Background: an optimization exercise with open tools, aiming at small area and a short achievable clock period. Do not read the settings as production practice. Only simulation tests tie the RTL to the original design; equivalence was not proved. Power and IR drop assume default switching activity.

File: design/flow/flow/run.sh
#!/bin/bash
# Standard layout with two changes:
#  - synthesis maps with the ABC script flow/map.abc (registers untouched:
#    abc runs without -dff, so the standard synthesis's flip-flops remain);
#  - the port buffers are the smallest buffer cell.
set -euo pipefail
W=$(pwd)
export BUFFER_PORTS_ARGS="-buffer_cell sky130_fd_sc_hd__buf_1"
{
  echo 'proc abc {args} {'
  echo '  set i [lsearch $args -script]'
  echo "  if {\$i >= 0} { lset args [expr {\$i+1}] $W/flow/map.abc }"
  echo '  yosys abc {*}$args'
  echo '}'
  cat "$W/synth_recipe.tcl"
} > "$W/my_synth.tcl"
sed -E "s#'?SYNTH_SCRIPT=[^ ']*'?#SYNTH_SCRIPT=$W/my_synth.tcl#" "$W/standard.sh" > "$W/my_standard.sh"
grep -q "SYNTH_SCRIPT=$W/my_synth.tcl" "$W/my_standard.sh"
bash "$W/my_standard.sh" > "$W/standard.log" 2>&1
File: design/flow/flow/map.abc
strash
dch -f
map
File: design/flow/standard.sh
#!/bin/bash
# synth_recipe.tcl (not shown) runs the flow's synth.tcl, then flattens the netlist and writes it again
# the make line also repeats each setting of config.mk as NAME=value (left out here)
make -C /OpenROAD-flow-scripts/flow DESIGN_CONFIG=/design/flow/config.mk WORK_HOME=/design/flow/orfs CLKGATE_MAP_FILE= SYNTH_SCRIPT=/design/flow/synth_recipe.tcl "${@:-finish}"
File: design/flow/config.mk
export PLATFORM = sky130hd
export DESIGN_NAME = fixedFloatConversion
export DESIGN_NICKNAME = fixedFloatConversion
export VERILOG_FILES = /design/flow/design.v
export SDC_FILE = /design/flow/constraint.sdc
export NUM_CORES = 4
export LEC_CHECK = 0
export ABC_AREA = 1
export CAP_MARGIN = 20
export CORE_MARGIN = 2
export CORE_UTILIZATION = 40
export SETUP_SLACK_MARGIN = 3
export SLEW_MARGIN = 20
export TNS_END_PERCENT = 0
File: design/flow/constraint.sdc
create_clock -name core_clock -period 9.0 [get_ports {clk}]
set_input_delay 1.8000 -clock core_clock [delete_from_list [all_inputs] [get_ports {clk}]]
set_output_delay 1.8000 -clock core_clock [all_outputs]
set_load 0.01 [all_outputs]
File: design/flow/design.v
`timescale 1ns / 1ps
module fixedFloatConversion(
  input wire clk,
  input wire rst,
  input wire[31:0] targetnumber,
  input wire[4:0] fixpointpos,
  input wire opcode,
  output reg[31:0] result);
wire        s  = targetnumber[31];
wire [30:0] t  = targetnumber[30:0];
wire        nz = |t;
wire [4:0] lz;
lzc32 ulz (.w({t ^ {31{s}}, 1'b1}), .lz(lz));
wire [9:0] d     = 10'd150 - {5'd0, fixpointpos} - {2'd0, targetnumber[30:23]};
wire       valid = (d[9:5] == 5'd0);
wire [4:0] bsh   = ~d[4:0];
wire [54:0] xa = {t, 24'd0};
wire [54:0] xb = {31'd0, 1'b1, t[22:0]};
wire [4:0]  sh = opcode ? bsh : lz;
wire pa1 = ~opcode & lz[4];
wire pa0 = ~opcode & ~lz[4];
wire pb1 = opcode & bsh[4];
wire pb0 = opcode & ~bsh[4];
wire [54:16] x1 = ({39{pa1}} & xa[38:0]) | ({39{pa0}} & xa[54:16])
                | ({39{pb1}} & xb[38:0]) | ({39{pb0}} & xb[54:16]);
wire [54:24] x2 = sh[3] ? x1[46:16] : x1[54:24];
wire [54:28] x3 = sh[2] ? x2[50:24] : x2[54:28];
wire [54:30] x4 = sh[1] ? x3[52:28] : x3[54:30];
wire [54:31] y  = sh[0] ? x4[53:30] : x4[54:31];
wire st = (~sh[2] & |x2[27:24]) | (~sh[1] & |x3[29:28]) | (~sh[0] & x4[30]);
wire        cin = ~opcode & st;
wire [24:0] vp;                  
prefix_or #(.N(25)) pb (.a({y[54:31], cin}), .y(vp));
wire [23:0] low = y[54:31] ^ ({24{s}} & vp[23:0]);
wire        pow2 = s & (&(t[30:1] | ~t[29:0]));
wire [7:0]  e  = 8'd157 - {3'd0, fixpointpos} - {3'd0, lz} + {7'd0, pow2};
wire keep = opcode ? valid : nz;
always @(posedge clk) begin
  result[22:0]  <= keep ? low[22:0] : 23'd0;
  result[30:23] <= keep ? (opcode ? {{7{s & vp[24]}}, low[23]} : e) : 8'd0;
  result[31]    <= keep & s & (~opcode | vp[24]);
end
endmodule
module lzc32 (
  input  wire [31:0] w,
  output wire [4:0]  lz);
  wire [15:0] z1; wire [15:0] c1;
  wire [7:0]  z2; wire [15:0] c2;
  wire [3:0]  z3; wire [11:0] c3;
  wire [1:0]  z4; wire [7:0]  c4;
  genvar i;
  generate
    for (i = 0; i < 16; i = i + 1) begin : l1
      assign z1[i] = ~(w[2*i+1] | w[2*i]);
      assign c1[i] = ~w[2*i+1];
    end
    for (i = 0; i < 8; i = i + 1) begin : l2
      assign z2[i] = z1[2*i+1] & z1[2*i];
      assign c2[2*i+1:2*i] = z1[2*i+1] ? {1'b1, c1[2*i]} : {1'b0, c1[2*i+1]};
    end
    for (i = 0; i < 4; i = i + 1) begin : l3
      assign z3[i] = z2[2*i+1] & z2[2*i];
      assign c3[3*i+2:3*i] = z2[2*i+1] ? {1'b1, c2[4*i+1:4*i]} : {1'b0, c2[4*i+3:4*i+2]};
    end
    for (i = 0; i < 2; i = i + 1) begin : l4
      assign z4[i] = z3[2*i+1] & z3[2*i];
      assign c4[4*i+3:4*i] = z3[2*i+1] ? {1'b1, c3[6*i+2:6*i]} : {1'b0, c3[6*i+5:6*i+3]};
    end
  endgenerate
  assign lz = z4[1] ? {1'b1, c4[3:0]} : {1'b0, c4[7:4]};
endmodule
module prefix_or #(parameter N = 32) (
  input  wire [N-1:0] a,
  output wire [N-1:0] y);
  localparam L = 5;               
  wire [N-1:0] p [0:L];
  assign p[0] = a;
  genvar k, i;
  generate
    for (k = 0; k < L; k = k + 1) begin : lv
      for (i = 0; i < N; i = i + 1) begin : bt
        if ((i >> k) & 1)
          assign p[k+1][i] = p[k][i] | p[k][((i >> k) << k) - 1];
        else
          assign p[k+1][i] = p[k][i];
      end
    end
  endgenerate
  assign y = p[L];
endmodule
==> impl_metrics.tcl, run 1 <==
set metrics [dict create \
    maxSlewViolCount 0 \
    synth_top_cells_by_area "sky130_fd_sc_hd__nand3_1, sky130_fd_sc_hd__nand2_1, sky130_fd_sc_hd__dfxtp_1, sky130_fd_sc_hd__o211ai_1, sky130_fd_sc_hd__a21oi_1" \
    cts_inserted_buffers 5 \
    grt_pass1_vias 5887 \
    filler_cell_count 1357 \
    ir_drop_mv 0.0872 \
    die-width_um 116 \
    holdCritPathClass "in -> reg" \
    syn_area_per_cell_um2 5.83 \
    hpwlAfterDp_um 13500 \
    worst_path_largest_cell_delay_ps 370 \
    final.setup.tns_ps 0 \
    num-nets-final 1014 \
    synthesis.instances 858 \
    cap_violations 0 \
    worstMarginPinSlew_ps 638 \
    synth_compound_gate_area_share_pct 29.9 \
    synth_nets 919 \
    via_count 6766 \
    synth_simple_gate_area_share_pct 44.2 \
    path_cells "buf_1, ha_1, xnor2_1, ha_1, a21oi_1, nand3b_1, a21oi_2, clkinv_1, nand2_4, buf_4, nand2_1, o211ai_1, nand3_1, o21ai_0, o2111ai_1, nor3_4, nand3_2, o211ai_1, buf_4, a21oi_1" \
    synth_edf_count 0 \
    clock_sink_count 32 \
    power_per_cell_area_nw_per_um2 154 \
    remaining_drc_errors 0 \
    hold_violations 0 \
    netlist_top_cells_count "sky130_fd_sc_hd__nand2_1, sky130_fd_sc_hd__nand3_1, sky130_fd_sc_hd__clkinv_1" \
    initial_antenna_violation_count 0 \
    drt_pre_antenna_iters 6 \
    detail_route.vias_per_cell 6.03 \
    multi_input_area_um2 4180 \
    reg.largest.list "result: 32 flops" \
    yosys.area_share.xor_xnor_pct 1.75 \
    yosys.cell_types.count 37 \
    p_switching_w 0.000442 \
    synth.area.mux_share_pct 0 \
    largest_buffer_count_on_any_clock_path 2 \
    dominant_combinational_cell_family_by_area_after_synthesis "simple AND/OR/NAND/NOR gates" \
    run_status "finished clean" \
    core_outline_area_um2 12100 \
    row_count 40 \
    ys_async_sr_fraction_pct 0 \
    hold-worst-slack_ps 2050 \
    largest_register_ff_count 32 \
    clk_pin_slew_worst_paths_ps 50 \
    total_power_w 0.000905 \
    floorplan.die.height_um 116 \
    crit_path_end_kind "register" \
    critical_path_required_ps 9160 \
    grt_max_degree 87 \
    power.share.clock_pct 18.8 \
    htree_levels 2 \
    synth_top_area_share_pct 16.7 \
    global_route.usage.total_pct 26.6 \
    arrival_ps 5820 \
    gpl.final_weighted_congestion 0.960 \
    yosysWarningCount 2 \
    drt-initial-drc-count 665 \
    fmaxAchievable_mhz 177 \
    ys_seq_elements 32 \
    final_antenna_net_count 0 \
    finalCriticalPeriod_ps 5660 \
    endpoint "result[25]$_SDFF_PP0_" \
    critical-path-slowest-cell "sky130_fd_sc_hd__nor3_4" \
    unrepaired_setup_endpoints_after_global_routing "false" \
    synth_area_um2 5000 \
    hold_buffers 0 \
    grt_pass1_wl_um 28700 \
    clk_root_buffer_cell "sky130_fd_sc_hd__clkbuf_16" \
    largest-register "result" \
    final_layout_size_suffix_gt1_share_pct 6.08 \
    routed_wire_length_per_instance_um 15.9 \
    yosys.area_share.adder_pct 5.55 \
    portBuffers 70 \
    insertedDiodeCount 0 \
    cts_tree "yes" \
    yosysTopAreaCell "sky130_fd_sc_hd__nand3_1" \
    final_core_utilization_pct 48.6 \
    finalCritPeriodShare_pct 62.8 \
    static-leakage-power_nw 2.24 \
    slew-limit-headroom_pct 57.1 \
    timing.hold.worst.start "targetnumber[31]" \
    dp.cells 1110 \
    design.die.area_um2 13400 \
    internal_power_w 0.000464 \
    fin_cells 1122 \
    grt_overflow_total 0 \
    path_max_fanout 18 \
    swShare_pct 48.8 \
    top_level_ports 72 \
    postSynth.topFlopCell "sky130_fd_sc_hd__dfxtp_1" \
    post-synth-top-count-cell "sky130_fd_sc_hd__nand2_1" \
    share_comb_of_total_power_pct 61.7 \
    detail_route.wirelength_um 17800 \
    cp-start-kind "input pin" \
    timing.final.setup_violations 0 \
    yosysSeqAreaShare_pct 12.8 \
    crit_type "in -> reg" \
    seq_area_um2 641 \
    critical_path.startpoint "fixpointpos[0]" \
    seq_power_share_pct 19.6 \
    area.growth.synth_to_final_pct 17.6 \
    initial_core_util_pct 41.3 \
]
## metrics by stage
step                setup WS [ps]  area [um2]
CTS                          3040        5830
global placement             2050        5630
global route                 2950        5880
finish                       3340        5880
detailed placement           2060        5630
floorplan                    3030        5050
## layout by cell type (no fill, tap or decap), types with 3 or more instances in the layout
cell                        synthesis  routed
sky130_fd_sc_hd__clkinv_1          77      75
sky130_fd_sc_hd__o2111ai_1          4       4
sky130_fd_sc_hd__o21a_1             7       7
sky130_fd_sc_hd__a211oi_1           7       6
sky130_fd_sc_hd__a32oi_1            8       8
sky130_fd_sc_hd__dfxtp_1           32      32
sky130_fd_sc_hd__a21boi_0           4       4
sky130_fd_sc_hd__nand3b_1           5       5
sky130_fd_sc_hd__xnor2_1            8       8
sky130_fd_sc_hd__clkbuf_16          0       5
sky130_fd_sc_hd__a21oi_1           68      66
sky130_fd_sc_hd__a31oi_1            9       6
sky130_fd_sc_hd__nand2_1          177     175
sky130_fd_sc_hd__buf_4              0      16
sky130_fd_sc_hd__buf_1              0      69
sky130_fd_sc_hd__a21o_2             3       3
sky130_fd_sc_hd__o211ai_1          49      49
sky130_fd_sc_hd__nor2_1            72      71
sky130_fd_sc_hd__o221ai_1           3       3
sky130_fd_sc_hd__nor3_1            10       8
sky130_fd_sc_hd__a31o_2             3       3
sky130_fd_sc_hd__or2b_2             5       5
sky130_fd_sc_hd__o21ai_0           42      41
sky130_fd_sc_hd__o31ai_1            5       5
sky130_fd_sc_hd__o22ai_1            9       9
sky130_fd_sc_hd__ha_1              19      19
sky130_fd_sc_hd__nand3_1          167     166
sky130_fd_sc_hd__o2bb2ai_1          6       6
sky130_fd_sc_hd__nand4_1           40      40
sky130_fd_sc_hd__nor4_1             4       4
## worst min-delay path by stage
stage / slack, ps / cells after the start / endpoint
final: 2050 / 3 / result[31]$_DFF_P_
after global routing: 2060 / 3 / result[31]$_DFF_P_
after floorplan: 1960 / 2 / result[22]$_SDFF_PP0_
after CTS: 2020 / 3 / result[31]$_DFF_P_
after global placement: 2180 / 1 / result[27]
after detailed placement: 2180 / 1 / result[29]
## cells by family (layout without fill, tap and decap cells)
family                     after synthesis  after routing
and+or+nand+nor                        485            485
AOI/OAI and AO/OA                      233            234
buffers and inverters                   77            172
adders and majority gates               21             21
DFF                                     32             32
xor gates and xnor gates                10             10
## power by group through the flow
stage               clock network (W)  logic (W)  registers [W]
floorplan                           0   0.000371       0.000197
global placement                    0   0.000533       0.000181
detailed placement                  0   0.000538       0.000180
CTS                          0.000176   0.000545       0.000177
global route                 0.000183   0.000628       0.000180
finish                       0.000170   0.000558       0.000177
## layer usage
metal | global-route usage, % | wire, um
met4 | 7.62 | 438
met1 | 35.7 | 7840
met2 | 43.6 | 8090
met5 | 0 | 0
met3 | 4.81 | 1440
## critical path, delay by kind of cell
kind            cells  cell delay [ps]
compound gates      7             1370
simple gates        6             1100
buf+inv             4              810
fa+ha+maj           2              530
xor+xnor            1              170
## timing repair
item | CTS | global route
gates resized for setup | 5 | 11
setup buffers | 1 | 2
endpoints found under the setup margin | 14 | 20
pin swaps | 2 | 2
cloned | 1 | 0
## cell type report
class	instances	share of cell area, %
Clock buffer	6	2.36
Clock inverter	2	0.255
Inverter	77	4.96
Multi-Input combinational cell	750	71.1
Sequential cell	32	10.9
Tap cell	168	3.57
Timing Repair Buffer	87	6.87
==> run 2, diff against run 1 <==
==> design/flow/flow/map.abc (replaced) <==
strash
dch -f
map -B 0.5
==> run 2 against run 1 <==
- still clean
- sequential share of layout area grew 0.49 points
- final cell count fell by 1.2%
- synthesized cell count grew 0.58%
- critical path depth is 2 higher
- die area shrank 5.5%
==> impl_metrics.tcl, run 2 <==
set metrics [dict create \
    portBuffers 70 \
    hpwlAfterDp_um 12100 \
    mostFrequentLayoutCells "sky130_fd_sc_hd__nand2_1, sky130_fd_sc_hd__nand3_1, sky130_fd_sc_hd__clkinv_1, sky130_fd_sc_hd__buf_1, sky130_fd_sc_hd__a21oi_1" \
    p_switching_w 0.000408 \
    arrival_ps 5700 \
    hold-worst-slack_ps 1980 \
    grt_pass1_wl_um 26700 \
    timing.final.ws_setup_ps 3440 \
    crit_path_end_kind "register" \
    ir_drop_mv 0.0944 \
    clock_sink_count 32 \
    largest-register "result" \
    unrepaired_setup_endpoints_after_global_routing "false" \
    clk_pin_slew_worst_paths_ps 50 \
    synth_top_area_share_pct 23.5 \
    final_common_cell "sky130_fd_sc_hd__nand2_1" \
    grt_overflow_total 0 \
    ys_seq_elements 32 \
    min_path_cells 3 \
    hold_end "result[23]$_SDFF_PP0_" \
    seq_power_share_pct 20.1 \
    static-leakage-power_nw 2.41 \
    floorplan.die.height_um 113 \
    yosysSeqAreaShare_pct 13.6 \
    cp-start-kind "input pin" \
    remaining_drc_errors 0 \
    netlist_top_cells_count "sky130_fd_sc_hd__nand2_1, sky130_fd_sc_hd__nand3_1, sky130_fd_sc_hd__clkinv_1" \
    synth_top_cells_by_area "sky130_fd_sc_hd__nand3_1, sky130_fd_sc_hd__nand2_1, sky130_fd_sc_hd__dfxtp_1, sky130_fd_sc_hd__clkinv_1, sky130_fd_sc_hd__a21oi_1" \
    detail_route.wirelength_um 16100 \
    initial_core_util_pct 41.1 \
    largest_buffer_count_on_any_clock_path 2 \
    final_layout_size_suffix_gt1_share_pct 5.49 \
    hold_violations 0 \
    fmaxAchievable_mhz 180 \
    yosys.cell_types.count 28 \
    synth_edf_count 0 \
    clk_root_buffer_cell "sky130_fd_sc_hd__clkbuf_16" \
    grt_pass1_vias 5571 \
    final_antenna_net_count 0 \
    ys_async_sr_fraction_pct 0 \
    crit_type "in -> reg" \
    insertedDiodeCount 0 \
    yosysTopAreaCell "sky130_fd_sc_hd__nand3_1" \
    largest_register_ff_count 32 \
    power.share.clock_pct 23.2 \
    final.setup.tns_ps 0 \
    postSynth.topFlopCell "sky130_fd_sc_hd__dfxtp_1" \
    worstMarginPinSlew_ps 699 \
    run_status "finished clean" \
    drt-initial-drc-count 620 \
    via_count 6333 \
    maxSlewViolCount 0 \
    area.growth.synth_to_final_pct 19.3 \
    detailedPlace.worstSlack_ps 1990 \
    cap_violations 0 \
    critical_path_required_ps 9140 \
    initial_antenna_violation_count 0 \
    synth_area_um2 4710 \
    num-nets-final 1025 \
    timing.final.setup_violations 0 \
    filler_cell_count 1296 \
    post-synth-top-count-cell "sky130_fd_sc_hd__nand2_1" \
    cts_tree "yes" \
    swShare_pct 45.9 \
    finalCriticalPeriod_ps 5560 \
    timing.hold.worst.start "opcode" \
    holdCritPathClass "in -> reg" \
    detail_route.vias_per_cell 5.72 \
    htree_levels 2 \
    synth_nets 924 \
    share_comb_of_total_power_pct 56.8 \
    synthesis.instances 863 \
    global_route.usage.total_pct 25.3 \
    internal_power_w 0.000481 \
    finalCritPeriodShare_pct 61.8 \
    routed_wire_length_per_instance_um 14.6 \
    power_per_cell_area_nw_per_um2 158 \
    top_level_ports 72 \
    die-width_um 113 \
    path_max_fanout 28 \
    reg.largest.list "result: 32 flops" \
    yosysWarningCount 2 \
    grt_max_degree 62 \
    gpl.final_weighted_congestion 0.938 \
    cts_inserted_buffers 5 \
    slew-limit-headroom_pct 53.1 \
    drt_pre_antenna_iters 5 \
    core_outline_area_um2 11500 \
    design.die.area_um2 12700 \
    syn_area_per_cell_um2 5.46 \
    row_count 39 \
]
-- run 2: logic make-up after synthesis --
logic type	count (synthesis)	share of synthesized area, %
simple gates	567	54.2
compound gates	144	17.0
buf+inv	85	6.77
flops	32	13.6
fa+ha+maj	21	5.89
xor+xnor	14	2.60
-- run 2: final cells by class --
| type | instances | area [um2] | area share, % |
|---|---|---|---|
| Sequential cell | 32 | 641 | 11.4 |
| Multi-Input combinational cell | 747 | 3860 | 68.6 |
| Timing Repair Buffer | 93 | 444 | 7.89 |
| Clock inverter | 1 | 30.0 | 0.534 |
| Inverter | 85 | 323 | 5.74 |
| Clock buffer | 7 | 153 | 2.71 |
| Tap cell | 143 | 179 | 3.18 |
-- run 2: worst max-delay path: stages --
cell,delay [ps]
sky130_fd_sc_hd__clkbuf_2,120
sky130_fd_sc_hd__clkinvlp_4,190
sky130_fd_sc_hd__buf_4,250
sky130_fd_sc_hd__nand2_1,90
sky130_fd_sc_hd__nand2_1,100
sky130_fd_sc_hd__nand4_1,170
sky130_fd_sc_hd__nor2_4,320
sky130_fd_sc_hd__nand2_4,250
sky130_fd_sc_hd__clkinv_1,170
sky130_fd_sc_hd__o21ai_0,260
sky130_fd_sc_hd__a31oi_4,290
sky130_fd_sc_hd__buf_4,250
sky130_fd_sc_hd__nand3_1,130
sky130_fd_sc_hd__nand3_1,100
sky130_fd_sc_hd__nand2_1,90
sky130_fd_sc_hd__nor2_1,110
sky130_fd_sc_hd__nand3_1,170
sky130_fd_sc_hd__nor2_1,130
sky130_fd_sc_hd__buf_4,220
sky130_fd_sc_hd__nand4_1,170
sky130_fd_sc_hd__nand3_1,210
sky130_fd_sc_hd__a21oi_1,80
-- run 2: worst max path at each step --
stage                      from                     to
5_1_grt        targetnumber[31]  result[29]$_SDFF_PP0_
6_report       targetnumber[31]  result[26]$_SDFF_PP0_
3_5_place_dp   targetnumber[31]  result[29]$_SDFF_PP0_
2_1_floorplan  targetnumber[31]  result[29]$_SDFF_PP0_
3_3_place_gp   targetnumber[31]  result[29]$_SDFF_PP0_
4_1_cts        targetnumber[31]  result[29]$_SDFF_PP0_
-- run 2: per-stage QoR --
| stage | cells | util [%] | instance area (um2) | power [W] |
|---|---|---|---|---|
| 3_5_place_dp | 1086 | 45.8 | 5260 | 0.000670 |
| 5_1_grt | 1108 | 49.1 | 5630 | 0.000979 |
| 6_report | 1108 | 49.1 | 5630 | 0.000889 |
| 2_1_floorplan | 863 | - | 4740 | 0.000540 |
| 3_3_place_gp | 1086 | 45.8 | 5260 | 0.000668 |
| 4_1_cts | 1094 | 47.8 | 5480 | 0.000883 |
-- run 2: power by group through the flow --
| stage | combinational [W] | sequential (W) | clock [W] |
|---|---|---|---|
| after CTS | 0.000494 | 0.000179 | 0.000210 |
| after detailed placement | 0.000489 | 0.000181 | 0 |
| after floorplan | 0.000343 | 0.000197 | 0 |
| final | 0.000505 | 0.000178 | 0.000206 |
| after global placement | 0.000487 | 0.000182 | 0 |
| after global routing | 0.000581 | 0.000181 | 0.000217 |
-- run 2: timing repair --
| action | in CTS | in global routing |
|---|---|---|
| endpoints found under the hold margin | 0 | 0 |
| hold buffers | 0 | 0 |
| buffers inserted | 0 | 13 |
| pin swaps | 0 | 4 |
| cloned | 0 | 1 |
| endpoints found under the setup margin | 28 | 27 |
| resized for setup | 9 | 11 |
-- run 2: metal layers --
metal  track usage [%]  vias up  part of all wire [%]
met4              6.67        0                   2.6
met2              41.3      215                    46
met3              3.46       37                   6.3
met5                 0        -                     0
li1                  -     3241                     -
met1              35.0     2840                    46
==> run 3, diff against run 2 <==
==> design/flow/flow/map.abc (replaced) <==
strash
dch -f
map -B 0.9 -A 0.9
==> run 3 against run 2 <==
- still clean on timing, DRC and antenna
- synthesized cell count up 17%
- sequential cell count unchanged
- hold slack better by 58 ps
- via count up 0.19%
- utilization down 2.1 points
- final area down 0.60%
- critical endpoint unchanged
- largest cell class unchanged
==> impl_metrics.tcl, run 3 <==
set metrics [dict create \
    run_status "finished clean" \
    remaining_drc_errors 0 \
    row_count 40 \
    min_path_cells 4 \
    final.setup.tns_ps 0 \
    drt_pre_antenna_iters 5 \
    floorplan.die.height_um 114 \
    synthesis.instances 1012 \
    synth_top_area_share_pct 38.2 \
    routed_wire_length_per_instance_um 12.2 \
    yosysWarningCount 2 \
    fmaxAchievable_mhz 185 \
    top_level_ports 72 \
    synth_edf_count 0 \
    critical_path_required_ps 9210 \
    reg.largest.list "result: 32 flops" \
    synth_simple_gate_area_share_pct 63.0 \
    crit_type "in -> reg" \
    insertedDiodeCount 0 \
    yosys.area_share.xor_xnor_pct 1.80 \
    ir_drop_mv 0.0913 \
    synth_compound_gate_area_share_pct 9.18 \
    multi_input_area_um2 3910 \
    via_count 6345 \
    largest_register_ff_count 32 \
    cts_inserted_buffers 5 \
    syn_area_per_cell_um2 4.80 \
    yosysSeqAreaShare_pct 13.2 \
    final_antenna_net_count 0 \
    largest-register "result" \
    power_per_cell_area_nw_per_um2 149 \
    hold_end "result[24]$_SDFF_PP0_" \
    grt_overflow_total 0 \
    design.die.area_um2 13000 \
    crit_path_end_kind "register" \
    yosys.area_share.adder_pct 5.72 \
    largest_buffer_count_on_any_clock_path 2 \
    netlist_top_cells_count "sky130_fd_sc_hd__nand2_1, sky130_fd_sc_hd__nor2_1, sky130_fd_sc_hd__nand3_1" \
    num-nets-final 1161 \
    maxSlewViolCount 0 \
    final_core_utilization_pct 47.0 \
    clk_pin_slew_worst_paths_ps 50 \
    holdCritPathClass "in -> reg" \
    synth_nets 1073 \
    timing.final.setup_violations 0 \
    filler_cell_count 1409 \
    detail_route.vias_per_cell 5.08 \
    unrepaired_setup_endpoints_after_global_routing "false" \
    slew-limit-headroom_pct 60.2 \
    postSynth.topFlopCell "sky130_fd_sc_hd__dfxtp_1" \
    arrival_ps 5620 \
    gpl.final_weighted_congestion 0.903 \
    cts_tree "yes" \
    portBuffers 70 \
    initial_antenna_violation_count 0 \
    htree_levels 2 \
    synth.area.mux_share_pct 0 \
    ys_seq_elements 32 \
    hold_violations 0 \
    path_max_fanout 7 \
    synth_area_um2 4850 \
    detail_route.wirelength_um 15300 \
    worstMarginPinSlew_ps 594 \
    die-width_um 114 \
    hold_buffers 0 \
    grt_pass1_vias 5682 \
    clock_sink_count 32 \
    static-leakage-power_nw 2.76 \
    grt_pass1_wl_um 26000 \
    cp-start-kind "input pin" \
    area.growth.synth_to_final_pct 15.2 \
    yosysTopAreaCell "sky130_fd_sc_hd__nand2_1" \
    drt-initial-drc-count 471 \
    global_route.usage.total_pct 24.4 \
    seq_area_um2 641 \
    post-synth-top-count-cell "sky130_fd_sc_hd__nand2_1" \
    core_outline_area_um2 11900 \
    cap_violations 0 \
    synth_top_cells_by_area "sky130_fd_sc_hd__nand2_1, sky130_fd_sc_hd__dfxtp_1, sky130_fd_sc_hd__nand3_1, sky130_fd_sc_hd__nor2_1, sky130_fd_sc_hd__clkinv_1" \
    finalCriticalPeriod_ps 5410 \
    grt_max_degree 50 \
    initial_core_util_pct 40.8 \
    timing.hold.worst.start "opcode" \
    hpwlAfterDp_um 11500 \
    mostFrequentLayoutCells "sky130_fd_sc_hd__nand2_1, sky130_fd_sc_hd__nor2_1, sky130_fd_sc_hd__nand3_1, sky130_fd_sc_hd__clkinv_1, sky130_fd_sc_hd__buf_1" \
    clk_root_buffer_cell "sky130_fd_sc_hd__clkbuf_16" \
    dominant_combinational_cell_family_by_area_after_synthesis "simple AND/OR/NAND/NOR gates" \
    final_common_cell "sky130_fd_sc_hd__nand2_1" \
    yosys.cell_types.count 14 \
    finalCritPeriodShare_pct 60.1 \
    ys_async_sr_fraction_pct 0 \
    final_layout_size_suffix_gt1_share_pct 3.36 \
]
run 3: cell type report:
type                       instances  area share (%)
clock buffer                       7            2.55
clock inverter                     1           0.134
inverter                          92            6.42
multi-input combinational        888            69.9
sequential                        32            11.5
tap                              147            3.29
timing repair buffer              79            6.00
timing repair inverter             2           0.268
run 3: routing by layer:
metal	wire, um	vias to the layer above	global-route usage [%]
met1	7110	2702	32.3
met2	6770	217	40.6
met5	0	-	0
li1	-	3390	-
met4	403	0	9.02
met3	974	36	3.02
run 3: how the worst max path moves through the flow:
| stage | cells after the start | end | startpoint | slack, ps |
|---|---|---|---|---|
| 6_report | 26 | result[26]$_SDFF_PP0_ | fixpointpos[0] | 3590 |
| 5_1_grt | 31 | result[17]$_SDFF_PP0_ | fixpointpos[0] | 3050 |
| 4_1_cts | 29 | result[24]$_SDFF_PP0_ | targetnumber[31] | 3050 |
| 3_5_place_dp | 25 | result[17]$_SDFF_PP0_ | targetnumber[31] | 1500 |
| 3_3_place_gp | 25 | result[17]$_SDFF_PP0_ | targetnumber[31] | 1530 |
| 2_1_floorplan | 21 | result[16]$_SDFF_PP0_ | targetnumber[31] | 3260 |
run 3: stage by stage:
stage          area (um2)  worst slack, ps  hold WS (ps)  cells  total power [W]
2_1_floorplan        4860             3260          1930   1012         0.000528
3_3_place_gp         5360             1530          2190   1236         0.000649
3_5_place_dp         5360             1500          2180   1236         0.000652
4_1_cts              5530             3050          2020   1244         0.000831
5_1_grt              5590             3050          2050   1248         0.000927
6_report             5590             3590          2030   1248         0.000836
run 3: cells by family after synthesis:
logic type | Yosys count
simple gates | 768
fa+ha+maj | 21
flops | 32
xor+xnor | 10
compound gates | 89
buf+inv | 92
run 3: timing repair:
action | 4_1_cts | 5_1_grt
gates resized for setup | 8 | 13
setup buffers | 0 | 2
cloned | 0 | 2
setup endpoints to repair | 32 | 26
run 3: critical path, stage by stage:
cell	delay [ps]
sky130_fd_sc_hd__buf_1	200
sky130_fd_sc_hd__nand3_1	150
sky130_fd_sc_hd__xor2_1	160
sky130_fd_sc_hd__clkinv_1	90
sky130_fd_sc_hd__ha_1	320
sky130_fd_sc_hd__nand2_1	70
sky130_fd_sc_hd__nand2_1	60
sky130_fd_sc_hd__o21ai_0	220
sky130_fd_sc_hd__nand2_1	190
sky130_fd_sc_hd__nor2_1	310
sky130_fd_sc_hd__clkinv_1	180
sky130_fd_sc_hd__o21ai_0	220
sky130_fd_sc_hd__nand2_1	100
sky130_fd_sc_hd__nand2_1	130
sky130_fd_sc_hd__nand2_1	70
sky130_fd_sc_hd__nand3_1	110
sky130_fd_sc_hd__nand3_1	80
sky130_fd_sc_hd__nand2_1	140
sky130_fd_sc_hd__nor2_1	60
sky130_fd_sc_hd__nand3_1	180
sky130_fd_sc_hd__nor2_4	90
sky130_fd_sc_hd__nand2_1	90
sky130_fd_sc_hd__clkinv_1	120
sky130_fd_sc_hd__nand2_1	130
sky130_fd_sc_hd__nand3_1	160
sky130_fd_sc_hd__a21oi_1	170
run 3: power by group:
part | switching, W | internal [W] | total [W]
clock | 0.0000626 | 0.000110 | 0.000173
sequential | 0.00000745 | 0.000173 | 0.000181
combinational | 0.000328 | 0.000154 | 0.000482
==> run 4, diff against run 3 <==
==> design/flow/flow/map.abc (replaced) <==
strash
dch -f
map -B 0.9
topo
stime -c
buffer -c
==> run 4 against run 3 <==
- global-route usage fell by 1.9 points
- worst setup slack got worse by 73 ps
- highest routed layer unchanged
- utilization fell by 5.1 points
- area after synthesis rose by 9.3%
- still clean
- critical path depth did not move
- synthesized cell count fell by 4.0%
- sequential cell count did not move
- total power rose by 1.3%
- wire length rose by 3.7%
- largest cell class unchanged
==> impl_metrics.tcl, run 4 <==
set metrics [dict create \
    cts_tree "yes" \
    path_delay_family "simple AND/OR/NAND/NOR gates" \
    global_route.usage.total_pct 22.5 \
    core_outline_area_um2 13100 \
    final_layout_size_suffix_gt1_share_pct 3.35 \
    grt_pass1_vias 5509 \
    filler_cell_count 1485 \
    gpl.final_weighted_congestion 0.968 \
    hold_violations 0 \
    critical_path_required_ps 9150 \
    static-leakage-power_nw 2.77 \
    clk_pin_slew_worst_paths_ps 50 \
    num-nets-final 1074 \
    reg.largest.list "result: 32 flops" \
    grt_max_degree 60 \
    crit_path_end_kind "register" \
    htree_levels 2 \
    initial_core_util_pct 40.6 \
    portBuffers 70 \
    holdCritPathClass "in -> reg" \
    synth_top_area_share_pct 27.7 \
    initial_antenna_violation_count 0 \
    netlist_top_cells_count "sky130_fd_sc_hd__nand2_1, sky130_fd_sc_hd__nand3_1, sky130_fd_sc_hd__nor2_1" \
    clock_sink_count 32 \
    clk_root_buffer_cell "sky130_fd_sc_hd__clkbuf_16" \
    cp-start-kind "input pin" \
    largest_buffer_count_on_any_clock_path 2 \
    worstMarginPinSlew_ps 949 \
    worst-path-buf-inv 4 \
    ir_drop_mv 0.0702 \
    critical_path.most_common_cell "sky130_fd_sc_hd__nand2_1" \
    hold_buffers 0 \
    power_per_cell_area_nw_per_um2 155 \
    worst_path_largest_cell_delay_ps 320 \
    grt_pass1_wl_um 26300 \
    dp.cells 1180 \
    timing.final.ws_setup_ps 3520 \
    maxSlewViolCount 0 \
    ys_async_sr_fraction_pct 0 \
    floorplan.die.height_um 119 \
    synth_top_cells_by_area "sky130_fd_sc_hd__nand2_1, sky130_fd_sc_hd__nand3_1, sky130_fd_sc_hd__dfxtp_1, sky130_fd_sc_hd__clkbuf_8, sky130_fd_sc_hd__nor2_1" \
    critical_path.startpoint "fixpointpos[0]" \
    final.setup.tns_ps 0 \
    cap_violations 0 \
    cts_inserted_buffers 5 \
    yosysWarningCount 2 \
    finalCriticalPeriod_ps 5480 \
    die-width_um 119 \
    path_max_fanout 18 \
    critical-path-slowest-cell "sky130_fd_sc_hd__ha_1" \
    timing.hold.worst.start "opcode" \
    synthesis.instances 972 \
    yosysTopAreaCell "sky130_fd_sc_hd__nand2_1" \
    final_common_cell "sky130_fd_sc_hd__nand2_1" \
    yosys.cell_types.count 35 \
    design.die.area_um2 14200 \
    synth_nets 1033 \
    insertedDiodeCount 0 \
    hpwlAfterDp_um 12100 \
    via_count 6218 \
    yosysSeqAreaShare_pct 12.1 \
    crit_type "in -> reg" \
    detail_route.wirelength_um 15800 \
    slew-limit-headroom_pct 36.7 \
    largest_register_ff_count 32 \
    timing.final.setup_violations 0 \
    fin_cells 1190 \
    unrepaired_setup_endpoints_after_global_routing "false" \
    synth_edf_count 0 \
    synth_area_um2 5310 \
    drt-initial-drc-count 620 \
    mostFrequentLayoutCells "sky130_fd_sc_hd__nand2_1, sky130_fd_sc_hd__nand3_1, sky130_fd_sc_hd__nor2_1, sky130_fd_sc_hd__inv_1, sky130_fd_sc_hd__buf_1" \
    remaining_drc_errors 0 \
    area.growth.synth_to_final_pct 3.21 \
    row_count 42 \
    fmaxAchievable_mhz 182 \
    finalCritPeriodShare_pct 60.9 \
    routed_wire_length_per_instance_um 13.3 \
    top_level_ports 72 \
    detailedPlace.worstSlack_ps 2300 \
    drt_pre_antenna_iters 5 \
    grt_overflow_total 0 \
    post-synth-top-count-cell "sky130_fd_sc_hd__nand2_1" \
    postSynth.topFlopCell "sky130_fd_sc_hd__dfxtp_1" \
    largest-register "result" \
    ys_seq_elements 32 \
    syn_area_per_cell_um2 5.46 \
    run_status "finished clean" \
    final_antenna_net_count 0 \
    hold-worst-slack_ps 2050 \
    detail_route.vias_per_cell 5.23 \
    arrival_ps 5630 \
]
run 4: final timing paths:
path	to	slack [ps]	depth (start not counted)
worst max-delay path	result[31]$_DFF_P_	3520	26
worst min-delay path	result[24]$_SDFF_PP0_	2050	4
run 4: cell type report:
cell class	count	area, um2	area share (%)
sequential	32	641	11.7
multi-input combinational	817	3810	69.6
clock buffer	6	129	2.35
timing repair buffer	75	322	5.87
clock inverter	2	35.0	0.640
tap	176	220	4.02
inverter	81	317	5.78
timing repair inverter	1	5.00	0.0914
run 4: timing repair:
| item | in CTS | in global routing |
|---|---|---|
| pin swaps | 0 | 0 |
| setup endpoints to repair | 24 | 27 |
| buffers inserted | 0 | 1 |
| cloned | 0 | 1 |
| gates resized for setup | 4 | 17 |
run 4: per-stage QoR:
step                power, W  instance area [um2]  utilization [%]
global placement    0.000641                 5230             40.0
finish              0.000847                 5480             41.9
CTS                 0.000837                 5400             41.3
detailed placement  0.000644                 5230             40.0
floorplan           0.000572                 5310                -
global route        0.000933                 5480             41.9
run 4: logic make-up (layout without fill, tap and decap cells):
logic type	count (synthesis)	count (layout)	synth area share (%)
AND/OR/NAND/NOR	671	671	52.5
buffers and inverters	123	165	16.9
AO/OA/AOI/OAI	118	118	12.1
flip-flops	32	32	12.1
adder cells (fa/ha/maj)	21	21	5.23
XOR/XNOR	7	7	1.16
run 4: where the power goes:
part / total (W) / switching, W / leakage, nW / internal [W]
clock: 0.000190 / 0.0000603 / 0.0808 / 0.000130
sequential: 0.000178 / 0.00000629 / 0.267 / 0.000171
combinational: 0.000479 / 0.000329 / 2.42 / 0.000150
run 4: per-layer routing:
metal,GRT usage [%],vias to the layer above,wire length [um]
met2,38.0,183,7360
met4,7.22,0,466
met3,2.83,35,847
met5,0,-,0
li1,-,3245,-
met1,29.8,2755,7160
==> run 5, diff against run 4 <==
==> design/flow/flow/map.abc (replaced) <==
strash
dch -f
map -B 0.9
topo
dnsize -c
==> run 5 against run 4 <==
- worst setup slack worse by 110 ps
- fmax decreased by 1.9%
- global-route usage rose by 2.4 points
- synthesized cell count decreased by 4.3%
- non-clock buffer count rose by 3
- first-iteration DRC count fell by 28%
- final cell count down 2.5%
- clock power is 8% higher
- sequential share of layout area up 0.086 points
- critical endpoint is now result[11]$_SDFF_PP0_
- largest cell class unchanged
==> impl_metrics.tcl, run 5 <==
set metrics [dict create \
    run_status "finished clean" \
    critical_path_required_ps 9170 \
    die-width_um 112 \
    worst_path_largest_cell_delay_ps 330 \
    floorplan.die.height_um 112 \
    postSynth.topFlopCell "sky130_fd_sc_hd__dfxtp_1" \
    synth_area_um2 4700 \
    timing.final.setup_violations 0 \
    row_count 39 \
    detail_route.vias_per_cell 5.35 \
    critical_path.startpoint "fixpointpos[0]" \
    routed_wire_length_per_instance_um 13.3 \
    initial_core_util_pct 41.2 \
    detailedPlace.worstSlack_ps 2620 \
    final_core_utilization_pct 47.6 \
    seq_area_um2 641 \
    timing.hold.worst.start "opcode" \
    yosysSeqAreaShare_pct 13.6 \
    grt_max_degree 60 \
    core_outline_area_um2 11400 \
    area.growth.synth_to_final_pct 15.7 \
    ys_async_sr_fraction_pct 0 \
    synth_edf_count 0 \
    filler_cell_count 1403 \
    holdCritPathClass "in -> reg" \
    hpwlAfterDp_um 11600 \
    yosys.cell_types.count 28 \
    path_delay_family "simple AND/OR/NAND/NOR gates" \
    drt-initial-drc-count 444 \
    synthesis.instances 930 \
    htree_levels 2 \
    ys_seq_elements 32 \
    largest-register "result" \
    cts_inserted_buffers 5 \
    final.setup.tns_ps 0 \
    power_per_cell_area_nw_per_um2 158 \
    maxSlewViolCount 0 \
    fmaxAchievable_mhz 179 \
    largest_buffer_count_on_any_clock_path 2 \
    cp-start-kind "input pin" \
    synth_top_cells_by_area "sky130_fd_sc_hd__nand2_1, sky130_fd_sc_hd__nand3_1, sky130_fd_sc_hd__dfxtp_1, sky130_fd_sc_hd__nor2_1, sky130_fd_sc_hd__clkinv_1" \
    total_power_w 0.000861 \
    critical-path-slowest-cell "sky130_fd_sc_hd__ha_1" \
    slew-limit-headroom_pct 51.7 \
    cap_violations 0 \
    worst-path-buf-inv 5 \
    insertedDiodeCount 0 \
    worstMarginPinSlew_ps 723 \
    synth_top_area_share_pct 31.4 \
    mostFrequentLayoutCells "sky130_fd_sc_hd__nand2_1, sky130_fd_sc_hd__nand3_1, sky130_fd_sc_hd__nor2_1, sky130_fd_sc_hd__clkinv_1, sky130_fd_sc_hd__buf_1" \
    num-nets-final 1077 \
    clock_sink_count 32 \
    cts_tree "yes" \
    hold-worst-slack_ps 2030 \
    initial_antenna_violation_count 0 \
    drt_pre_antenna_iters 7 \
    grt_pass1_wl_um 26200 \
    final_common_cell "sky130_fd_sc_hd__nand2_1" \
    remaining_drc_errors 0 \
    crit_type "in -> reg" \
    global_route.usage.total_pct 24.9 \
    final_antenna_net_count 0 \
    syn_area_per_cell_um2 5.05 \
    hold_violations 0 \
    detail_route.wirelength_um 15400 \
    static-leakage-power_nw 2.53 \
    portBuffers 70 \
    timing.final.ws_setup_ps 3410 \
    post-synth-top-count-cell "sky130_fd_sc_hd__nand2_1" \
    finalCriticalPeriod_ps 5590 \
    gpl.final_weighted_congestion 0.968 \
    yosysWarningCount 2 \
    grt_overflow_total 0 \
    path_max_fanout 16 \
    multi_input_area_um2 3770 \
    largest_register_ff_count 32 \
    synth_nets 991 \
    crit_path_end_kind "register" \
    clk_root_buffer_cell "sky130_fd_sc_hd__clkbuf_16" \
    arrival_ps 5760 \
    ir_drop_mv 0.112 \
    grt_pass1_vias 5537 \
    reg.largest.list "result: 32 flops" \
    finalCritPeriodShare_pct 62.1 \
    netlist_top_cells_count "sky130_fd_sc_hd__nand2_1, sky130_fd_sc_hd__nand3_1, sky130_fd_sc_hd__nor2_1" \
    top_level_ports 72 \
    yosysTopAreaCell "sky130_fd_sc_hd__nand2_1" \
    via_count 6208 \
    critical_path.most_common_cell "sky130_fd_sc_hd__nand2_1" \
    final_layout_size_suffix_gt1_share_pct 3.15 \
    clk_pin_slew_worst_paths_ps 50 \
    unrepaired_setup_endpoints_after_global_routing "true" \
    design.die.area_um2 12600 \
]
run 5: kinds of logic after synthesis:
| family | synth area share (%) |
|---|---|
| flops | 13.6 |
| simple gates | 59.1 |
| fa+ha+maj | 5.91 |
| buf+inv | 6.47 |
| xor+xnor | 1.30 |
| compound gates | 13.6 |
run 5: where the power goes:
group	switching, W	internal, W
sequential	0.00000678	0.000171
combinational	0.000326	0.000152
clock	0.0000595	0.000145
run 5: timing repair:
item / CTS / global route
gates cloned: 0 / 1
setup buffers: 0 / 1
hold buffers: 0 / 0
endpoints found under the setup margin: 14 / 26
gates resized for setup: 2 / 11
run 5: area by class of cell:
type	instances	area share [%]
Clock buffer	7	2.81
Tap cell	143	3.29
Inverter	81	5.75
Clock inverter	1	0.552
Multi-Input combinational cell	817	69.4
Timing Repair Buffer	78	6.26
Sequential cell	32	11.8
Timing Repair inverter	1	0.138
run 5: layer usage:
metal / up-vias / global-route usage [%] / part of all wire, %
met4: 0 / 5.61 / 1.8
met2: 182 / 41.5 / 45
li1: 3266 / - / -
met5: - / 0 / 0
met1: 2731 / 33.9 / 47
met3: 29 / 4.10 / 6.6
run 5: worst paths after layout:
kind	slack (ps)	end	cells past startpoint
max	3410	result[11]$_SDFF_PP0_	28
min	2030	result[24]$_SDFF_PP0_	4
run 5: metrics by stage:
step	area, um2	std cells
3_3_place_gp	5190	1150
3_5_place_dp	5190	1150
4_1_cts	5380	1158
5_1_grt	5440	1160
2_1_floorplan	4700	930
6_report	5440	1160
==> run 6, diff against run 5 <==
==> design/flow/flow/map.abc (replaced) <==
strash
dch -f
map -B 0.9
--- a/design/flow/config.mk
+++ b/design/flow/config.mk
@@ -11,3 +11,3 @@
 export CORE_UTILIZATION = 40
-export SETUP_SLACK_MARGIN = 3
+export SETUP_SLACK_MARGIN = 2.7
 export SLEW_MARGIN = 20
==> run 6 against run 5 <==
- still clean on timing, DRC and antenna
- hold slack improved by 1.6 ps
- synthesized cell count did not move
- area after synthesis barely moved
- critical path type unchanged
- largest cell class unchanged
==> impl_metrics.tcl, run 6 <==
set metrics [dict create \
    run_status "finished clean" \
    hold_violations 0 \
    wl_met1_um 7150 \
    drt-initial-drc-count 465 \
    critical-path-slowest-cell "sky130_fd_sc_hd__nand2_1" \
    static-leakage-power_nw 2.52 \
    core_outline_area_um2 11500 \
    slew-limit-headroom_pct 34.0 \
    area.growth.synth_to_final_pct 15.1 \
    cp-start-kind "input pin" \
    power_per_cell_area_nw_per_um2 158 \
    final_antenna_net_count 0 \
    global_route.usage.total_pct 24.6 \
    path_max_fanout 28 \
    yosysTopAreaCell "sky130_fd_sc_hd__nand2_1" \
    yosysSeqAreaShare_pct 13.6 \
    final.setup.tns_ps 0 \
    synth_edf_count 0 \
    largest_register_ff_count 32 \
    initial_antenna_violation_count 0 \
    grt_pass1_wl_um 25800 \
    post-synth-top-count-cell "sky130_fd_sc_hd__nand2_1" \
    gpl.final_weighted_congestion 0.954 \
    final_common_cell "sky130_fd_sc_hd__nand2_1" \
    via_count 6160 \
    detail_route.wirelength_um 15200 \
    reg.largest.list "result: 32 flops" \
    detail_route.vias_per_cell 5.31 \
    die-width_um 112 \
    floorplan.die.height_um 112 \
    row_count 39 \
    ir_drop_mv 0.104 \
    routed_wire_length_per_instance_um 13.1 \
    drt_pre_antenna_iters 5 \
    hpwlAfterDp_um 11700 \
    grt_pass1_vias 5470 \
    fmaxAchievable_mhz 172 \
    clk_pin_slew_worst_paths_ps 50 \
    crit_type "in -> reg" \
    maxSlewViolCount 0 \
    cap_violations 0 \
    finalCriticalPeriod_ps 5820 \
    worstMarginPinSlew_ps 988 \
    ys_async_sr_fraction_pct 0 \
    htree_levels 2 \
    finalCritPeriodShare_pct 64.7 \
    crit_path_end_kind "register" \
    largest_buffer_count_on_any_clock_path 2 \
    postLayoutCellArea_um2 5420 \
    mostFrequentLayoutCells "sky130_fd_sc_hd__nand2_1, sky130_fd_sc_hd__nand3_1, sky130_fd_sc_hd__nor2_1, sky130_fd_sc_hd__clkinv_1, sky130_fd_sc_hd__buf_1" \
    route.met3.wl_um 998 \
    netlist_top_cells_count "sky130_fd_sc_hd__nand2_1, sky130_fd_sc_hd__nand3_1, sky130_fd_sc_hd__nor2_1" \
    synthesis.instances 930 \
    initial_core_util_pct 41.0 \
    postSynth.topFlopCell "sky130_fd_sc_hd__dfxtp_1" \
    design.die.area_um2 12600 \
    critical_path_required_ps 9170 \
    remaining_drc_errors 0 \
    synth_nets 991 \
    syn_area_per_cell_um2 5.06 \
    top_level_ports 72 \
    ys_seq_elements 32 \
    timing.final.setup_violations 0 \
    met2_wirelength_um 6710 \
    insertedDiodeCount 0 \
    synth_top_cells_by_area "sky130_fd_sc_hd__nand2_1, sky130_fd_sc_hd__nand3_1, sky130_fd_sc_hd__dfxtp_1, sky130_fd_sc_hd__nor2_1, sky130_fd_sc_hd__clkinv_1" \
    cts_inserted_buffers 5 \
    holdCritPathClass "in -> reg" \
    num-nets-final 1076 \
    arrival_ps 5990 \
    worst_path_largest_cell_delay_ps 630 \
    synth_area_um2 4700 \
    final_layout_size_suffix_gt1_share_pct 2.76 \
    unrepaired_setup_endpoints_after_global_routing "false" \
    hold_buffers 0 \
    yosysWarningCount 2 \
    highest-signal-layer "met4" \
    placed_cell_area_um2 5210 \
    portBuffers 70 \
    synth_top_area_share_pct 31.4 \
    worst-path-buf-inv 3 \
    largest-register "result" \
    clock_sink_count 32 \
    critical_path.most_common_cell "sky130_fd_sc_hd__nand2_1" \
    path_delay_family "simple AND/OR/NAND/NOR gates" \
    cts_tree "yes" \
    clk_root_buffer_cell "sky130_fd_sc_hd__clkbuf_16" \
    grt_max_degree 60 \
    grt_overflow_total 0 \
    yosys.cell_types.count 27 \
]
run 6: cell types whose count changed after synthesis, sizes merged:
cell    previous run  this run
nand2b             1         0
or2b               0         1
run 6: final timing paths:
check | slack, ps | end | depth (start not counted) | start
worst min-delay path | 2030 | result[25]$_SDFF_PP0_ | 4 | opcode
worst max-delay path | 3180 | result[17]$_SDFF_PP0_ | 25 | targetnumber[31]
run 6: final cells by class:
class,instances,area (um2)
inverter,81,312
tap,143,179
fill,1307,6050
timing repair buffer,78,328
sequential,32,641
clock inverter,1,30.0
multi-input combinational,817,3770
clock buffer,7,153
run 6: cells by family (layout without fill, tap and decap cells):
logic type / after synthesis / after routing / share of synthesized area [%]
compound gates: 118 / 118 / 13.6
xor+xnor: 7 / 7 / 1.30
fa+ha+maj: 21 / 21 / 5.91
buf+inv: 81 / 167 / 6.46
flops: 32 / 32 / 13.6
simple gates: 671 / 671 / 59.1
run 6: metal layers:
| metal | vias up | global-route usage, % |
|---|---|---|
| met5 | - | 0 |
| met4 | 0 | 6.67 |
| met3 | 25 | 4.10 |
| met2 | 192 | 40.4 |
| met1 | 2683 | 33.5 |
| li1 | 3260 | - |
run 6: power breakdown:
| part | total [W] | switching (W) | internal [W] | leakage, nW |
|---|---|---|---|---|
| clock | 0.000204 | 0.0000591 | 0.000145 | 0.0901 |
| sequential | 0.000178 | 0.00000678 | 0.000171 | 0.267 |
| combinational | 0.000471 | 0.000322 | 0.000149 | 2.16 |
run 6: repair_timing:
action / in CTS / in global routing
endpoints found under the setup margin: 0 / 22
setup buffers: 0 / 0
gates resized for setup: 0 / 8
endpoints found under the hold margin: 0 / 0
run 6: worst min-delay path: cells and delay by family:
| family | cells | cell delay, ps |
|---|---|---|
| buffers and inverters | 2 | 280 |
| and+or+nand+nor | 2 | 180 |
run 6: through the flow:
step	cells	total power (W)	setup WS, ps	utilization [%]	hold WS, ps
after floorplan	930	0.000521	3430	-	1930
after global placement	1151	0.000645	2780	45.4	2190
after detailed placement	1151	0.000646	2770	45.4	2180
after CTS	1159	0.000857	3060	47.0	2020
after global routing	1159	0.000938	2710	47.2	2070
final	1159	0.000854	3180	47.2	2030
==> run 7, diff against run 6 <==
--- a/design/flow/config.mk
+++ b/design/flow/config.mk
@@ -11,3 +11,3 @@
 export CORE_UTILIZATION = 40
-export SETUP_SLACK_MARGIN = 2.7
+export SETUP_SLACK_MARGIN = 3.3
 export SLEW_MARGIN = 20
==> run 7 against run 6 <==
- sequential power about the same
- final area increased by 0.90%
- hold slack gained 2.1 ps
- worst setup slack gained 580 ps
- utilization rose by 0.43 points
- fmax increased by 11%
- via count fell by 0.47%
- global-route usage about the same
- count of clock-buffer cells in the layout did not move
- critical path depth fell by 2
- critical path type unchanged
- largest power group unchanged
- highest routed layer unchanged
==> impl_metrics.tcl, run 7 <==
set metrics [dict create \
    largest-register "result" \
    dp.cells 1151 \
    synth_area_um2 4700 \
    slew-limit-headroom_pct 62.2 \
    post_cts_buffers 0 \
    final_core_utilization_pct 47.6 \
    remaining_drc_errors 0 \
    yosysWarningCount 2 \
    path_max_fanout 31 \
    detail_route.wirelength_um 15200 \
    gpl.final_weighted_congestion 0.954 \
    placed_cell_area_um2 5210 \
    path_cells "buf_1, clkinv_1, ha_1, nand2_1, o21ai_0, xnor2_1, nand2_1, nand2_2, nand2_1, nand2_1, nand2_1, nand3_1, nand3_1, nand2_1, nor2_1, nand3_1, nor2_4, buf_4, nand2_1, nand2_1, nand2_1, nand2_1, a21oi_1" \
    drt_pre_antenna_iters 5 \
    power.share.clock_pct 23.8 \
    clock_sink_count 32 \
    largest_buffer_count_on_any_clock_path 2 \
    row_count 39 \
    seq_power_share_pct 20.7 \
    final_antenna_net_count 0 \
    cts_tree "yes" \
    syn_area_per_cell_um2 5.06 \
    yosysSeqAreaShare_pct 13.6 \
    min_path_cells 4 \
    grt_pass1_vias 5473 \
    share_comb_of_total_power_pct 55.5 \
    global_route.usage.total_pct 24.6 \
    netlist_top_cells_count "sky130_fd_sc_hd__nand2_1, sky130_fd_sc_hd__nand3_1, sky130_fd_sc_hd__nor2_1" \
    crit_type "in -> reg" \
    yosysTopAreaCell "sky130_fd_sc_hd__nand2_1" \
    top_level_ports 72 \
    clk_root_buffer_cell "sky130_fd_sc_hd__clkbuf_16" \
    detail_route.vias_per_cell 5.29 \
    hold_end "result[25]$_SDFF_PP0_" \
    fmaxAchievable_mhz 191 \
    unrepaired_setup_endpoints_after_global_routing "true" \
    mostFrequentLayoutCells "sky130_fd_sc_hd__nand2_1, sky130_fd_sc_hd__nand3_1, sky130_fd_sc_hd__nor2_1, sky130_fd_sc_hd__clkinv_1, sky130_fd_sc_hd__buf_1" \
    internal_power_w 0.000468 \
    core_outline_area_um2 11500 \
    synth.area.mux_share_pct 0 \
    yosys.cell_types.count 27 \
    synth_nets 991 \
    initial_antenna_violation_count 0 \
    finalCritPeriodShare_pct 58.3 \
    final_common_cell "sky130_fd_sc_hd__nand2_1" \
    ys_seq_elements 32 \
    grt_pass1_wl_um 25900 \
    hold_buffers 0 \
    critical_path_required_ps 9140 \
    num-nets-final 1076 \
    p_switching_w 0.000392 \
    portBuffers 70 \
    grt_overflow_total 0 \
    worst-path-buf-inv 3 \
    htree_levels 2 \
    postSynth.topFlopCell "sky130_fd_sc_hd__dfxtp_1" \
    synth_top_cells_by_area "sky130_fd_sc_hd__nand2_1, sky130_fd_sc_hd__nand3_1, sky130_fd_sc_hd__dfxtp_1, sky130_fd_sc_hd__nor2_1, sky130_fd_sc_hd__clkinv_1" \
    final_layout_size_suffix_gt1_share_pct 3.64 \
    floorplan.die.height_um 112 \
    worst_path_largest_cell_delay_ps 340 \
    hold_violations 0 \
    power_per_cell_area_nw_per_um2 157 \
    worstMarginPinSlew_ps 566 \
    grt_max_degree 60 \
    yosys.area_share.adder_pct 5.91 \
    synth_compound_gate_area_share_pct 13.6 \
    synth_top_area_share_pct 31.4 \
    arrival_ps 5390 \
    initial_core_util_pct 41.0 \
    cts_inserted_buffers 5 \
    cp-start-kind "input pin" \
    via_count 6131 \
    critical-path-slowest-cell "sky130_fd_sc_hd__ha_1" \
    post-synth-top-count-cell "sky130_fd_sc_hd__nand2_1" \
    timing.final.setup_violations 0 \
    reg.largest.list "result: 32 flops" \
    path_delay_family "simple AND/OR/NAND/NOR gates" \
    routed_wire_length_per_instance_um 13.1 \
    die-width_um 112 \
    finalCriticalPeriod_ps 5250 \
    insertedDiodeCount 0 \
    run_status "finished clean" \
    crit_path_end_kind "register" \
    synth_edf_count 0 \
    fin_cells 1159 \
    maxSlewViolCount 0 \
    drt-initial-drc-count 507 \
    final.setup.tns_ps 0 \
    holdCritPathClass "in -> reg" \
    yosys.area_share.xor_xnor_pct 1.30 \
    synthesis.instances 930 \
    critical_path.most_common_cell "sky130_fd_sc_hd__nand2_1" \
    largest_register_ff_count 32 \
    clk_pin_slew_worst_paths_ps 50 \
    cap_violations 0 \
    design.die.area_um2 12600 \
    ir_drop_mv 0.104 \
    area.growth.synth_to_final_pct 16.2 \
    hpwlAfterDp_um 11700 \
    dominant_combinational_cell_family_by_area_after_synthesis "simple AND/OR/NAND/NOR gates" \
    timing.hold.worst.start "opcode" \
    postLayoutCellArea_um2 5460 \
    swShare_pct 45.6 \
    static-leakage-power_nw 2.55 \
    ys_async_sr_fraction_pct 0 \
    synth_simple_gate_area_share_pct 59.1 \
]
run 7: cell types whose count changed in the layout (fill, tap and decap cells not counted), moves of 2 or more:
| cell | before | now |
|---|---|---|
| sky130_fd_sc_hd__nand2_1 | 391 | 387 |
| sky130_fd_sc_hd__nor2_4 | 1 | 3 |
| sky130_fd_sc_hd__nand2_2 | 2 | 4 |
| sky130_fd_sc_hd__nor2_1 | 90 | 87 |
| sky130_fd_sc_hd__nand2_4 | 0 | 2 |
run 7: routing by layer:
metal / share of wire (%) / up-vias / track usage (%)
met4: 1.9 / 0 / 6.67
li1: - / 3257 / -
met5: 0 / - / 0
met3: 6.6 / 23 / 4.10
met2: 45 / 211 / 40.5
met1: 47 / 2640 / 33.5
run 7: final cells by class:
| class | count | area, um2 |
|---|---|---|
| flip-flops and latches | 32 | 641 |
| multi-input cells | 817 | 3810 |
| clock buffers | 7 | 153 |
| clock inverters | 1 | 30.0 |
| well taps | 143 | 179 |
| repair buffers | 78 | 332 |
| fillers | 1303 | 6000 |
| inverters | 81 | 315 |
run 7: stage by stage:
stage               worst slack [ps]  hold WS, ps  total power [W]
finish                          3750         2030         0.000860
global route                    3260         2080         0.000944
CTS                             3340         2020         0.000859
detailed placement              2770         2180         0.000646
global placement                2780         2190         0.000645
floorplan                       3430         1930         0.000521
run 7: tightest hold or removal path, cell delays in order:
cell and delay (ps):
sky130_fd_sc_hd__buf_1 70, sky130_fd_sc_hd__buf_4 210, sky130_fd_sc_hd__nor2_1 130, sky130_fd_sc_hd__nor2_1 50
run 7: logic make-up (layout without fill, tap and decap cells):
| family | after synthesis | count (layout) |
|---|---|---|
| DFF | 32 | 32 |
| xor gates and xnor gates | 7 | 7 |
| adders and majority gates | 21 | 21 |
| AOI/OAI and AO/OA | 118 | 118 |
| buffers and inverters | 81 | 167 |
| and+or+nand+nor | 671 | 671 |
run 7: how the worst max path moves through the flow:
| stage | from | depth (start not counted) | endpoint | slack, ps |
|---|---|---|---|---|
| after floorplan | targetnumber[31] | 19 | result[16]$_SDFF_PP0_ | 3430 |
| after global placement | targetnumber[31] | 23 | result[13]$_SDFF_PP0_ | 2780 |
| after detailed placement | targetnumber[31] | 22 | result[11]$_SDFF_PP0_ | 2770 |
| after CTS | targetnumber[31] | 27 | result[17]$_SDFF_PP0_ | 3340 |
| after global routing | targetnumber[24] | 23 | result[17]$_SDFF_PP0_ | 3260 |
| final | targetnumber[24] | 23 | result[13]$_SDFF_PP0_ | 3750 |
run 7: timing repair:
item | in CTS | in global routing
gates resized for setup | 8 | 19
hold endpoints to repair | 0 | 0
endpoints found under the setup margin | 22 | 25
run 7: power by group through the flow:
stage,Sequential [W],Combinational (W),Clock (W)
after floorplan,0.000197,0.000323,0
after CTS,0.000179,0.000470,0.000210
final,0.000178,0.000477,0.000204
after global routing,0.000181,0.000547,0.000216
after detailed placement,0.000181,0.000465,0
after global placement,0.000182,0.000463,0
==> run 8, diff against run 7 <==
==> design/flow/flow/map.abc (replaced) <==
strash
dch -f
map -B 0.9
topo
stime -c
buffer -c
==> run 8 against run 7 <==
- largest power group unchanged
- wire length up 5.4%
- count of clock-buffer cells in the layout down 1
- utilization down 5.2 points
- largest cell class unchanged
- sequential share of layout area down 0.18 points
==> impl_metrics.tcl, run 8 <==
set metrics [dict create \
    detail_route.vias_per_cell 5.25 \
    num-nets-final 1079 \
    htree_levels 2 \
    initial_antenna_violation_count 0 \
    initial_core_util_pct 40.6 \
    grt_pass1_vias 5529 \
    insertedDiodeCount 0 \
    cts_inserted_buffers 5 \
    crit_type "in -> reg" \
    slew-limit-headroom_pct 37.4 \
    timing.final.setup_violations 0 \
    synth_area_um2 5310 \
    ys_async_sr_fraction_pct 0 \
    final_layout_size_suffix_gt1_share_pct 4.12 \
    row_count 42 \
    via_count 6273 \
    grt_max_degree 60 \
    crit_path_end_kind "register" \
    grt_overflow_total 0 \
    portBuffers 70 \
    ir_drop_mv 0.0694 \
    path_max_fanout 31 \
    yosys.area_share.adder_pct 5.23 \
    core_outline_area_um2 13100 \
    area.growth.synth_to_final_pct 4.60 \
    gpl.final_weighted_congestion 0.968 \
    detail_route.wirelength_um 16000 \
    hold_buffers 0 \
    min_path_cells 4 \
    yosysSeqAreaShare_pct 12.1 \
    run_status "finished clean" \
    synth.area.mux_share_pct 0 \
    arrival_ps 5460 \
    mostFrequentLayoutCells "sky130_fd_sc_hd__nand2_1, sky130_fd_sc_hd__nand3_1, sky130_fd_sc_hd__nor2_1, sky130_fd_sc_hd__inv_1, sky130_fd_sc_hd__buf_1" \
    floorplan.die.height_um 119 \
    cap_violations 0 \
    critical_path_required_ps 9160 \
    worstMarginPinSlew_ps 939 \
    global_route.usage.total_pct 22.5 \
    synth_nets 1033 \
    drt-initial-drc-count 765 \
    finalCriticalPeriod_ps 5300 \
    synth_compound_gate_area_share_pct 12.1 \
    yosys.area_share.xor_xnor_pct 1.16 \
    dominant_combinational_cell_family_by_area_after_synthesis "simple AND/OR/NAND/NOR gates" \
    reg.largest.list "result: 32 flops" \
    yosys.cell_types.count 35 \
    largest_buffer_count_on_any_clock_path 2 \
    synth_top_area_share_pct 27.7 \
    hold_violations 0 \
    hold-worst-slack_ps 2050 \
    path_delay_family "simple AND/OR/NAND/NOR gates" \
    routed_wire_length_per_instance_um 13.4 \
    grt_pass1_wl_um 26300 \
    final_core_utilization_pct 42.4 \
    power_per_cell_area_nw_per_um2 154 \
    worst-path-stages 23 \
    remaining_drc_errors 0 \
    largest_register_ff_count 32 \
    path_cells "buf_1, ha_1, xnor2_1, ha_1, nand2_1, o21ai_0, xnor2_1, nand2_1, nand2_2, nand2_1, nand2_1, nand2_1, nand3_1, nand3_1, nand2_1, nor2_1, nand2_1, nor2_2, nand4_1, nand2_1, nand2_1, nand2_1, nor2_1" \
    postSynth.topFlopCell "sky130_fd_sc_hd__dfxtp_1" \
    post-synth-top-count-cell "sky130_fd_sc_hd__nand2_1" \
    critical-path-slowest-cell "sky130_fd_sc_hd__ha_1" \
    clk_pin_slew_worst_paths_ps 50 \
    worst_path_largest_cell_delay_ps 340 \
    synth_simple_gate_area_share_pct 52.5 \
    finalCritPeriodShare_pct 58.9 \
    hpwlAfterDp_um 12100 \
    syn_area_per_cell_um2 5.46 \
    cts_tree "yes" \
    holdCritPathClass "in -> reg" \
    unrepaired_setup_endpoints_after_global_routing "true" \
    worst-path-buf-inv 1 \
    clk_root_buffer_cell "sky130_fd_sc_hd__clkbuf_16" \
    cp-start-kind "input pin" \
    fmaxAchievable_mhz 189 \
    top_level_ports 72 \
    ys_seq_elements 32 \
    netlist_top_cells_count "sky130_fd_sc_hd__nand2_1, sky130_fd_sc_hd__nand3_1, sky130_fd_sc_hd__nor2_1" \
    die-width_um 119 \
    clock_sink_count 32 \
    synthesis.instances 972 \
    total_power_w 0.000854 \
    critical_path.most_common_cell "sky130_fd_sc_hd__nand2_1" \
    design.die.area_um2 14200 \
    yosysWarningCount 2 \
    yosysTopAreaCell "sky130_fd_sc_hd__nand2_1" \
    maxSlewViolCount 0 \
    final_antenna_net_count 0 \
    static-leakage-power_nw 2.83 \
    largest-register "result" \
    synth_edf_count 0 \
    final_common_cell "sky130_fd_sc_hd__nand2_1" \
    final.setup.tns_ps 0 \
    drt_pre_antenna_iters 6 \
    synth_top_cells_by_area "sky130_fd_sc_hd__nand2_1, sky130_fd_sc_hd__nand3_1, sky130_fd_sc_hd__dfxtp_1, sky130_fd_sc_hd__clkbuf_8, sky130_fd_sc_hd__nor2_1" \
]
## run 8: kinds of logic (layout without fill, tap and decap cells)
group / count (synthesis) / in the layout
and+or+nand+nor: 671 / 671
buffers and inverters: 123 / 170
AOI/OAI and AO/OA: 118 / 118
DFF: 32 / 32
adders and majority gates: 21 / 21
xor gates and xnor gates: 7 / 7
## run 8: power breakdown
part           switching [W]  internal [W]
clock              0.0000604      0.000130
sequential        0.00000629      0.000171
combinational       0.000332      0.000154
total               0.000399      0.000455
## run 8: per-layer routing
layer	vias to the layer above	global-route usage (%)	wire (um)
met5	-	0	0
met4	0	7.22	390
met3	30	2.83	894
met2	183	38.1	7480
met1	2808	29.7	7240
li1	3252	-	-
## run 8: through the flow
step	setup slack [ps]	std cells	instance area [um2]
after global routing	3290	1195	5550
after CTS	3240	1188	5410
after detailed placement	2300	1180	5230
after floorplan	4070	972	5310
final	3700	1195	5550
after global placement	2300	1180	5230
## run 8: cell type report
| class | count | area [um2] |
|---|---|---|
| multi-input cells | 817 | 3830 |
| fillers | 1480 | 7530 |
| repair inverters | 1 | 7.51 |
| flip-flops and latches | 32 | 641 |
| clock buffers | 6 | 129 |
| repair buffers | 80 | 369 |
| inverters | 81 | 318 |
| well taps | 176 | 220 |
| clock inverters | 2 | 35.0 |
## run 8: timing repair
item	in CTS	in global routing
setup endpoints to repair	24	25
endpoints found under the hold margin	0	0
gates resized for setup	8	23
cloned	0	2
buffers inserted	0	5
pin swaps	0	2
## run 8: path summary, 6_finish.rpt
kind / from / slack, ps / endpoint
worst max-delay path: fixpointpos[0] / 3700 / result[30]$_SDFF_PP0_
worst min-delay path: opcode / 2050 / result[24]$_SDFF_PP0_

separate check: timing with driven ports:
No port has a modelled driver above. Below, the same layouts with a new extraction and two added sets of constraints. Step 1 (the two cells are an assumption about what drives the block):
set clk [get_ports {clk}]
set_driving_cell -lib_cell sky130_fd_sc_hd__clkbuf_16 $clk
set_driving_cell -lib_cell sky130_fd_sc_hd__buf_2 [delete_from_list [all_inputs] $clk]
Step 2, shift: input delay + t, output delay - t, t = (earliest + latest rising clock arrival at the registers) / 2. This alone moves slack from input paths to output paths. Three values: ideal ports, drivers, drivers and shift; two values: the first two.
| run | t (ns) | slack for setup (ns) | slew at the worst register clock pin (ns) | worst data-port slew with drivers (ns) | cell pins on the clock port's net |
|---|---|---|---|---|---|
| run 1 | 0.312 | 3.344 / 3.356 / 3.044 | 0.05 / 0.05 | 0.05 | 1 |
| run 2 | 0.308 | 3.440 / 3.453 / 3.145 | 0.05 / 0.05 | 0.03 | 1 |
| run 3 | 0.312 | 3.588 / 3.601 / 3.288 | 0.06 / 0.06 | 0.03 | 1 |
| run 4 | 0.314 | 3.515 / 3.530 / 3.216 | 0.05 / 0.05 | 0.04 | 1 |
| run 5 | 0.312 | 3.409 / 3.421 / 3.109 | 0.05 / 0.05 | 0.04 | 1 |
| run 6 | 0.314 | 3.177 / 3.189 / 2.876 | 0.05 / 0.05 | 0.03 | 1 |
| run 7 | 0.314 | 3.755 / 3.760 / 3.447 | 0.05 / 0.05 | 0.03 | 1 |
| run 8 | 0.315 | 3.702 / 3.718 / 3.403 | 0.05 / 0.05 | 0.04 | 1 |
After both steps every run listed still meets setup and hold. For run 7, which loses most, drivers alone change the setup slack by +0.005 ns; drivers and shift together by -0.308 ns.
